From an optimization exercise on the open Yosys and OpenROAD flow, aimed at small area, a short achievable clock period and few clock cycles per item; shortcuts taken in it are not production practice. Function was checked by simulation only, so behaviour that the tests miss may differ from the original. Power figures rest on the tool's default switching activity, not on a simulated workload.

// shift_add_multiplier
module shift_add_multiplier #(
    parameter integer WIDTH = 16
) (
    input wire clk,
    input wire reset_n,
    input wire tvalid_slave_1,
    input signed [WIDTH-1:0] tdata_slave_1,
    output wire tready_slave_1,
    input wire tvalid_slave_2,
    input signed [WIDTH-1:0] tdata_slave_2,
    output wire tready_slave_2,
    output reg tvalid_master,
    output reg signed [WIDTH-1:0] tdata_master,
    input wire tready_master
);
  reg held_1;
  reg held_2;
  reg [WIDTH-1:0] factor_a;
  reg [7:0] b_neg;
  reg [7:0] b_one;
  reg [7:0] b_two;
  wire [16:0] b_in = {tdata_slave_2, 1'b0};
  wire [7:0] b_in_neg, b_in_one, b_in_two;
  genvar gk;
  generate
    for (gk = 0; gk < 8; gk = gk + 1) begin : g_enc
      assign b_in_neg[gk] = b_in[2*gk+2];
      assign b_in_one[gk] = b_in[2*gk+1] ^ b_in[2*gk];
      assign b_in_two[gk] = (b_in[2*gk+2] & ~b_in[2*gk+1] & ~b_in[2*gk]) | (~b_in[2*gk+2] & b_in[2*gk+1] & b_in[2*gk]);
    end
  endgenerate
  wire [WIDTH-1:0] product;
  reg mid_valid_1;
  reg pipe_c188;
  reg pipe_c223;
  reg pipe_s225;
  reg pipe_s199;
  reg pipe_s228;
  reg pipe_c226;
  ...
Size: roughly 93 flip-flops, roughly 56 I/O pins, about 6000 sq um of cells after synthesis.
export LEC_CHECK = 0
export CAP_MARGIN = 0
export CORE_MARGIN = 2
export CORE_UTILIZATION = 40
export CTS_BUF_LIST = sky130_fd_sc_hd__clkbuf_8
export GPL_TIMING_DRIVEN = 0
export SETUP_SLACK_MARGIN = 2.5
export SLEW_MARGIN = 0
export SYNTH_HIERARCHICAL = 1
create_clock -name core_clock -period 5.0 [get_ports {clk}]
standard.sh (not shown) runs the stock make flow with config.mk's settings and CLKGATE_MAP_FILE= SYNTH_SCRIPT=/design/flow/synth_recipe.tcl, a recipe that flattens the netlist after the stock synthesis.
==> flow/flow/run.sh <==
#!/bin/bash
# The standard layout (standard.sh), with the port buffers that global
# placement inserts made from the smallest buffer cell instead of the default.
set -euo pipefail
export BUFFER_PORTS_ARGS="-buffer_cell sky130_fd_sc_hd__buf_1"
bash standard.sh > standard.log 2>&1
The baseline passed the timing, DRC and antenna checks.
Testbench counts at the start, summed over its fixed seeds: cycles 1,224, items 1,200.
==> next run, changes <==
--- a/flow/design.v
+++ b/flow/design.v
@@ -34,27 +34,27 @@
   reg mid_valid_1;
   reg pipe_c188;
   reg pipe_c223;
   reg pipe_s225;
   reg pipe_s199;
   reg pipe_s228;
   reg pipe_c226;
+  reg pipe_s248;
+  reg pipe_c246;
   reg pipe_s251;
   reg pipe_c249;
   reg pipe_s254;
   reg pipe_c252;
   reg pipe_s257;
   reg pipe_c255;
   reg pipe_c258;
   reg pipe_g277;
   reg pipe_p278;
   reg pipe_g275;
   reg pipe_p276;
-  reg pipe_g281;
-  reg pipe_p282;
   reg pipe_g279;
   reg pipe_p280;
   reg pipe_G296;
   reg pipe_P297;
   reg pipe_g271;
   reg pipe_p272;
   reg pipe_G308;
@@ -84,27 +84,27 @@
     if (advance_1) begin
       pipe_c188 <= c188;
       pipe_c223 <= c223;
       pipe_s225 <= s225;
       pipe_s199 <= s199;
       pipe_s228 <= s228;
       pipe_c226 <= c226;
+      pipe_s248 <= s248;
+      pipe_c246 <= c246;
       pipe_s251 <= s251;
       pipe_c249 <= c249;
       pipe_s254 <= s254;
       pipe_c252 <= c252;
       pipe_s257 <= s257;
       pipe_c255 <= c255;
       pipe_c258 <= c258;
       pipe_g277 <= g277;
       pipe_p278 <= p278;
       pipe_g275 <= g275;
       pipe_p276 <= p276;
-      pipe_g281 <= g281;
-      pipe_p282 <= p282;
       pipe_g279 <= g279;
       pipe_p280 <= p280;
       pipe_G296 <= G296;
       pipe_P297 <= P297;
       pipe_g271 <= g271;
       pipe_p272 <= p272;
       pipe_G308 <= G308;
@@ -643,16 +643,16 @@
   wire p274 = s236 ^ c234;
   wire g275 = s239 & c237;
   wire p276 = s239 ^ c237;
   wire g277 = s242 & c240;
   wire p278 = s242 ^ c240;
   wire g279 = s245 & c243;
   wire p280 = s245 ^ c243;
-  wire g281 = s248 & c246;
-  wire p282 = s248 ^ c246;
+  wire g281 = pipe_s248 & pipe_c246;
+  wire p282 = pipe_s248 ^ pipe_c246;
   wire g283 = pipe_s251 & pipe_c249;
   wire p284 = pipe_s251 ^ pipe_c249;
   wire g285 = pipe_s254 & pipe_c252;
   wire p286 = pipe_s254 ^ pipe_c252;
   wire g287 = pipe_s257 & pipe_c255;
   wire p288 = pipe_s257 ^ pipe_c255;
   wire g289 = s260 & pipe_c258;
@@ -662,16 +662,16 @@
   wire P293 = p266 & pp1;
   wire G294 = g269 | (p270 & g267);
   wire P295 = p270 & p268;
   wire G296 = g273 | (p274 & g271);
   wire P297 = p274 & p272;
   wire G298 = pipe_g277 | (pipe_p278 & pipe_g275);
   wire P299 = pipe_p278 & pipe_p276;
-  wire G300 = pipe_g281 | (pipe_p282 & pipe_g279);
-  wire P301 = pipe_p282 & pipe_p280;
+  wire G300 = g281 | (p282 & pipe_g279);
+  wire P301 = p282 & pipe_p280;
   wire G302 = g285 | (p286 & g283);
   wire P303 = p286 & p284;
   wire G304 = g289 | (p290 & g287);
   wire P305 = p290 & p288;
   wire G306 = g267 | (p268 & g265);
   wire P307 = p268 & P293;
   wire G308 = G294 | (P295 & g265);
@@ -717,15 +717,15 @@
   wire r348 = p268 ^ g265;
   wire r349 = p270 ^ G306;
   wire r350 = pipe_p272 ^ pipe_G308;
   wire r351 = pipe_p274 ^ G320;
   wire r352 = pipe_p276 ^ G322;
   wire r353 = pipe_p278 ^ G324;
   wire r354 = pipe_p280 ^ G326;
-  wire r355 = pipe_p282 ^ G334;
+  wire r355 = p282 ^ G334;
   wire r356 = p284 ^ G336;
   wire r357 = p286 ^ G338;
   wire r358 = p288 ^ G340;
   wire r359 = p290 ^ G342;
   wire r360 = p292 ^ G344;
   wire x361;
   sam_x2 u_x361 (.a(pc142), .b(pp104), .y(x361));
Core utilization came out lower by 0.86 points.
Clock power drops by 9.4%.
Cell area falls by about 1.8%.
Final cell count came out lower by 1.8%.
Routed wire length came out lower by about 0.56%.
Die area stays flat.
Area after synthesis is about the same.
Via count goes down by 2.1%.
Worst hold slack barely changes.
Worst setup slack is better by 0.013 ns.
Sequential share of layout area went up by 0.68 points.
Combinational power stays flat.
Testbench counts after the change, summed over its fixed seeds: cycles 1,224, items 1,200.

-- separate check: timing with driven ports --
Ports are ideal in the flow. The routed layouts listed here were re-timed in OpenROAD. Step 1, drivers: a clkbuf_16 drives clk and a buf_2 each remaining input, both assumed. Step 2 also shifts input and output timing later by t, the mid clock arrival at the registers, as if the neighbouring blocks saw the same clock. a / b / c = ideal / step 1 / step 2; a / b = the first two.
run	t, ns	slack for setup (ns)	worst setup path at the end
the first run	0.407	2.526 / 2.502 / 2.285	input to register
the second run	0.410	2.539 / 2.516 / 2.339	input to register
After both steps every run listed still meets setup and hold. The setup slack of the first run, which loses most, moves by -0.024 ns with the drivers and by -0.241 ns with both steps.
